Source: an optimization exercise on an open RTL-to-GDS flow (aim: small area). Production flows keep margins and buffers that such runs may drop. In this exercise RTL edits were held to simulation tests only and were not proved equivalent to the original. Power and IR drop assume default switching activity.

## violet
// game
module game(
	input clk,
	input move_en,
	input load,
	input [3:0] load_stage,
	input [9:0] load_x, load_y,
	input load_grav, load_ckpt,
	input bright,
	input rst,
	input up, input down, input left, input right,
	input [9:0] hCount, vCount,
	output reg [11:0] rgb,
	output [9:0] char_x, char_y,
	output [3:0] level
	);
Size in the first run: roughly 1400 cells after synthesis, about 91 I/O pins.
Settings: LEC_CHECK=0, ABC_AREA=1, CAP_MARGIN=10, CORE_MARGIN=2, CORE_UTILIZATION=35, CTS_BUF_LIST=sky130_fd_sc_hd__clkbuf_4 sky130_fd_sc_hd__clkbuf_8, SLEW_MARGIN=10; clock period 10.0 ns.
standard.sh (not shown) runs the stock make flow with config.mk's settings and CLKGATE_MAP_FILE= SYNTH_SCRIPT=/design/flow/synth_recipe.tcl, a recipe that flattens the netlist after the stock synthesis.
==> flow/flow/run.sh <==
#!/bin/bash
# Standard synthesis; then the combinational logic alone is re-synthesised for area with ABC
# (&deepsyn from several seeds in parallel, area mapping, smallest result kept). Registers, their
# names and cell types are left exactly as the standard synthesis made them. Then the standard
# layout, with the smallest buffer cell for the port buffers.
set -euo pipefail
R=orfs/results/${FLOW_PLATFORM}/game/base
L=orfs/logs/${FLOW_PLATFORM}/game/base
LIB=${FLOW_HOME}/platforms/${FLOW_PLATFORM}/lib/sky130_fd_sc_hd__tt_025C_1v80.lib
DST=${DEEPSYN_T:-720}
bash standard.sh synth > standard_synth.log 2>&1
cp $R/1_2_yosys.v standard_1_2_yosys.v
python3 flow/mkcells.py cells_comb.v > mkcells.log 2>&1
DU=$(grep -o -- "-dont_use [^ ]*" $L/1_2_yosys.log | sort -u | tr '\n' ' ')
remap() { # $1 = tag, $2 = abc script
  printf '%s\n' "$2" | tr ';' '\n' > remap_$1.abc
  yosys -l remap_$1_yosys.log -p "read_liberty -lib $LIB; \
    read_verilog standard_1_2_yosys.v; hierarchy -top ${FLOW_TOP}; techmap -map cells_comb.v; \
    opt -purge; techmap; opt -fast -purge; \
    abc -liberty $LIB $DU -script remap_$1.abc; opt_clean -purge; \
    hilomap -singleton -hicell sky130_fd_sc_hd__conb_1 HI -locell sky130_fd_sc_hd__conb_1 LO; \
    splitnets; opt_clean -purge; check -assert; tee -o remap_$1.stat stat -liberty $LIB; \
    write_verilog -noattr -noexpr -nohex -nodec remapped_$1.v" > /dev/null 2>&1 || true
}
remap a "strash; dc2; dch -f; map -a; strash; dch -f; amap" &
for S in 1 2 3; do
  remap s$S "strash; &get -n; &deepsyn -T $DST -S $S; &put; dch -f; amap" &
done
wait
best=""; besta=""
for t in a s1 s2 s3; do
  [[ -s remapped_$t.v && -s remap_$t.stat ]] || continue
  a=$(grep -i "chip area" remap_$t.stat | awk '{print $NF}')
  echo "$t $a" >> remap_areas.log
  if [[ -z "$best" ]] || python3 -c "import sys; sys.exit(0 if $a < $besta else 1)"; then best=$t; besta=$a; fi
done
echo "best $best $besta" >> remap_areas.log
cp remapped_$best.v $R/1_2_yosys.v
bash standard.sh BUFFER_PORTS_ARGS="-buffer_cell sky130_fd_sc_hd__buf_1" finish > standard_finish.log 2>&1
Other scripts of this flow, unchanged in this note and not shown: flow/flow/mkcells.py
Modified inputs, harbor compared to violet
--- a/flow/flow/run.sh
+++ b/flow/flow/run.sh
@@ -9,3 +9,3 @@
 LIB=${FLOW_HOME}/platforms/${FLOW_PLATFORM}/lib/sky130_fd_sc_hd__tt_025C_1v80.lib
-DST=${DEEPSYN_T:-720}
+DST=${DEEPSYN_T:-30}
 bash standard.sh synth > standard_synth.log 2>&1
--- a/flow/config.mk
+++ b/flow/config.mk
@@ -8,3 +8,3 @@
 export ABC_AREA = 1
-export CAP_MARGIN = 10
+export CAP_MARGIN = 0
 export CORE_MARGIN = 2
@@ -12,2 +12,2 @@
 export CTS_BUF_LIST = sky130_fd_sc_hd__clkbuf_4 sky130_fd_sc_hd__clkbuf_8
-export SLEW_MARGIN = 10
+export SLEW_MARGIN = 0
Notes after the runs:
Measured against violet, the synthesized cell count of harbor comes out at 1.06 times the reference value. When the final numbers for violet and harbor were put side by side, the multi-input combinational gate total turned out to be smaller in violet. Routed wire length on harbor is behind violet. Global-route usage down 3.7 points in harbor wrt violet. From violet to harbor the numbers moved as follows: layout buffer count excluding clock buffers went down 7.1%; global-route wire length before repair was more or less identical. Re total power: violet was lower than harbor. In harbor the share of final layout cell area taken by non-clock buffers turned out 1.1 points lower than in violet. Of violet and harbor, the run reporting the higher layout overhead on the synthesized area was violet. Share of power burned in the clock network: harbor < violet.
Here is what was changed in the inputs of sierra compared with harbor.
--- a/flow/flow/run.sh
+++ b/flow/flow/run.sh
@@ -9,3 +9,3 @@
 LIB=${FLOW_HOME}/platforms/${FLOW_PLATFORM}/lib/sky130_fd_sc_hd__tt_025C_1v80.lib
-DST=${DEEPSYN_T:-30}
+DST=${DEEPSYN_T:-900}
 bash standard.sh synth > standard_synth.log 2>&1
@@ -25,3 +25,3 @@
 remap a "strash; dc2; dch -f; map -a; strash; dch -f; amap" &
-for S in 1 2 3; do
+for S in 5 6 7 8; do
   remap s$S "strash; &get -n; &deepsyn -T $DST -S $S; &put; dch -f; amap" &
@@ -30,3 +30,3 @@
 best=""; besta=""
-for t in a s1 s2 s3; do
+for t in a s5 s6 s7 s8; do
   [[ -s remapped_$t.v && -s remap_$t.stat ]] || continue
--- a/flow/config.mk
+++ b/flow/config.mk
@@ -12,2 +12,3 @@
 export CTS_BUF_LIST = sky130_fd_sc_hd__clkbuf_4 sky130_fd_sc_hd__clkbuf_8
+export GPL_TIMING_DRIVEN = 0
 export SLEW_MARGIN = 0
Results
Between sierra and harbor, the clock skew figures differ only marginally.
The average size of a mapped cell number comes out lower for sierra vs harbor.
First-pass GRT wire length: lower on sierra
Where post-layout worst setup margin is concerned, harbor is better than sierra.
Number of rows in the core area went down slightly going from harbor to sierra.

game again, from the RTL that the note above started with.
make LEC_CHECK=0 ABC_AREA=1 CAP_MARGIN=40 CORE_MARGIN=2 CORE_UTILIZATION=35 SLEW_MARGIN=20 finish   # period 10.0 ns
run.sh (not shown) runs the stock make flow with config.mk's settings and CLKGATE_MAP_FILE= SYNTH_SCRIPT=/design/flow/synth_recipe.tcl, a recipe that flattens the netlist after the stock synthesis.
Stock flow here: none of the scripts above is used.
Next try:
==> flow/flow/run.sh (new file) <==
#!/bin/bash
# Standard layout, with the smallest buffer cell used for the port buffers.
set -euo pipefail
bash standard.sh BUFFER_PORTS_ARGS="-buffer_cell sky130_fd_sc_hd__buf_1" finish > standard.log 2>&1
==> flow/standard.sh (new file) <==
#!/bin/bash
# synth_recipe.tcl (not shown) runs the flow's synth.tcl, then flattens the netlist and writes it again
# the make line also repeats each setting of config.mk as NAME=value (left out here)
make -C /OpenROAD-flow-scripts/flow DESIGN_CONFIG=/design/flow/config.mk WORK_HOME=/design/flow/orfs CLKGATE_MAP_FILE= SYNTH_SCRIPT=/design/flow/synth_recipe.tcl "${@:-finish}"
removed: flow/run.sh
Result: Wire length rose by 1.2%; setup slack improved by 0.16 ns; maximum frequency rose by 1.7%; worst hold slack got worse by 0.015 ns; power fell by 1.6%; utilization fell by 1.9 points; combinational power fell by about 2%.

-- port drivers added, routing unchanged --
Ports are ideal in the flow. The routed layouts listed here were re-timed in OpenROAD. Step 1 sets driving cells, clkbuf_16 on the clock port and buf_2 on the other inputs (assumed; they add their load-dependent delay and slew). Step 2 also shifts input and output timing later by t, the mid clock arrival at the registers, as if the neighbouring blocks saw the same clock. a / b / c = ideal / step 1 / step 2; a / b = the first two.
run	t, ns	setup slack, ns	worst slew at a driven data input, ns
violet	0.331	0.571 / 0.548 / 0.548	0.04
harbor	0.322	0.769 / 0.735 / 0.735	0.06
sierra	0.313	0.316 / 0.284 / 0.284	0.04
the first run of note 2	0.309	0.190 / 0.161 / 0.161	0.07
the second run of note 2	0.305	0.349 / 0.326 / 0.326	0.05
After both steps setup and hold are still met in every run listed. The setup slack of harbor, which loses most, moves by -0.034 ns with the drivers and by -0.034 ns with both steps.
